From an optimization exercise on the open Yosys and OpenROAD flow, aimed at a short achievable clock period and few clock cycles; shortcuts taken in it are not production practice. In this exercise RTL edits were held to simulation tests only and were not proved equivalent to the original. Power figures rest on the tool's default switching activity, not on a simulated workload.

== run a ==
// TopLevelProcessor
module TopLevelProcessor (
    input  wire        clk,
    input  wire        rst,
    output wire [31:0] imem_addr,
    input  wire [31:0] imem_rdata,
    output wire        dmem_we,
    output wire        dmem_re,
    output wire [31:0] dmem_addr,
    output wire [31:0] dmem_wdata,
    input  wire [31:0] dmem_rdata
);
Settings: LEC_CHECK=0, CAP_MARGIN=20, CORE_MARGIN=2, CORE_UTILIZATION=25, CTS_CLUSTER_DIAMETER=100, CTS_CLUSTER_SIZE=20, PLACE_DENSITY=0.45, SLEW_MARGIN=20, SYNTH_HIERARCHICAL=1, SYNTH_MINIMUM_KEEP_SIZE=0; clock period 27.0 ns.
standard.sh (not shown) runs the stock make flow with config.mk's settings and CLKGATE_MAP_FILE= SYNTH_SCRIPT=/design/flow/synth_recipe.tcl, a recipe that flattens the netlist after the stock synthesis.
==> flow/flow/run.sh <==
#!/bin/bash
# The standard layout (standard.sh: standard synthesis, floorplan, place,
# CTS, route, finish) with two changes to how it is made: the timing repair
# steps are asked to leave extra setup slack so that they keep optimising the
# design's real paths, and the port buffers are a plain buffer cell that the
# repair steps can size. The SDC, clock period and every other setting are
# the standard flow's own. The make output goes to standard_flow.log; each ORFS step logs
# to orfs/logs/.
set -euo pipefail
export SETUP_SLACK_MARGIN=${SETUP_MARGIN_NS:-20.4}
export BUFFER_PORTS_ARGS="-buffer_cell sky130_fd_sc_hd__buf_4"
bash standard.sh > standard_flow.log 2>&1
Testbench counts of run a, summed over its fixed seeds: cycles 14,566.
### run a -> run b
--- a/flow/design.v
+++ b/flow/design.v
@@ -25,40 +25,29 @@
     endgenerate
     assign s  = p[0] ^ {g[L][W-2:0], 1'b0};
     assign co = g[L][W-1];
 endmodule
 module NextPc (
     input  wire        late,
     input  wire [31:0] late_pc,
-    input  wire        stall,
-    input  wire        f_jmp,
-    input  wire        f_zjmp,
-    input  wire        x_zero,
+    input  wire        use_f,
     input  wire [31:0] f_tgt,
     input  wire [31:0] early_pc,
     output wire [31:0] pc_next
 );
-    wire        use_f = (f_jmp || (f_zjmp && x_zero)) && !stall;
     wire [31:0] inner = use_f ? f_tgt : early_pc;
     assign pc_next = late ? late_pc : inner;
 endmodule
 module Hold #(parameter W = 31) (
     input  wire         hold,
     input  wire [W-1:0] q,
     input  wire [W-1:0] d,
     output wire [W-1:0] o
 );
     assign o = hold ? q : d;
-endmodule
-module SumZero (
-    input  wire [31:0] a,
-    input  wire [31:0] b,
-    output wire        z
-);
-    assign z = (((a ^ b) ^ {(a[30:0] | b[30:0]), 1'b0}) == 32'd0);
 endmodule
 `timescale 1ns / 1ps
 module TopLevelProcessor (
     input  wire        clk,
     input  wire        rst,
     output wire [31:0] imem_addr,
     input  wire [31:0] imem_rdata,
@@ -189,24 +178,20 @@
     wire [31:0] pc_x4  = pc_x + 32'd4;
     wire        bad_t  = go && (pc_f != target);    
     wire        bad_n  = go && (pc_f != pc_x4);     
     wire        redir  = taken ? bad_t : bad_n;
     wire [31:0] base   = p_hit ? p_tgt : pc_f + 32'd4;
     wire        late   = rst || redir;
     wire [31:0] late_pc = rst ? 32'b0 : (taken ? target : pc_x4);
-    wire sum_zero;
-    SumZero u_sz (.a(a), .b(x_immls), .z(sum_zero));
-    wire x_zero = go && x_wr && x_imm && sum_zero;
-    wire f_zjmp = f_br && ((f_rs2 == 5'd0 && f_rs1 == rd) || (f_rs1 == 5'd0 && f_rs2 == rd));
+    wire        use_f  = f_jmp && !stall;
     wire [31:0] early_pc = stall ? pc_f : base;
     wire [31:0] pc_next;
     NextPc u_npc (
         .late (late), .late_pc (late_pc),
-        .stall (stall), .f_jmp (f_jmp), .f_zjmp (f_zjmp), .x_zero (x_zero),
-        .f_tgt ({pc_f[31:13], f_lo}),
+        .use_f (use_f), .f_tgt ({pc_f[31:13], f_lo}),
         .early_pc (early_pc),
         .pc_next (pc_next)
     );
     always @(posedge clk) pc_f <= pc_next;
     always @(posedge clk) begin
         if (rst) begin
             v_x  <= 1'b0;
### Flow results
- Going from run a to run b, average cell area after synthesis shrinks by 0.79%.
- When the final numbers for run b and run a were put side by side, the met2 usage turned out to be greater in run a.
- Run b against run a: setup fix buffers added after clock tree synthesis decreased 39%; post-route total power decreased 3.0%; instance area after placement essentially unchanged.
Testbench counts of run b, summed over its fixed seeds: cycles 14,746.

[re-timing with driven ports]
Ports are ideal in the flow. The routed layouts listed here were re-timed in OpenROAD.
Step 1, drivers: a clkbuf_16 drives clk and a buf_2 each remaining input, both assumed.
Step 2, shift: input delay + t, output delay - t, t = (earliest + latest rising clock arrival at the registers) / 2. This alone moves slack from input paths to output paths.
Three values: no drivers, after step 1, after step 2; two values: the first two.
run	t (ns)	slack for setup (ns)	worst setup path after step 2	worst register clock-pin slew, ns	worst data-port slew with drivers (ns)
run a	0.885	20.220 / 20.121 / 19.555	input to register	0.10 / 0.10	0.14
run b	0.853	20.293 / 20.192 / 19.700	input to register	0.10 / 0.10	0.21
After both steps setup and hold are still met in every run listed. The setup slack of run a, which loses most, moves by -0.099 ns with the drivers and by -0.665 ns with both steps.
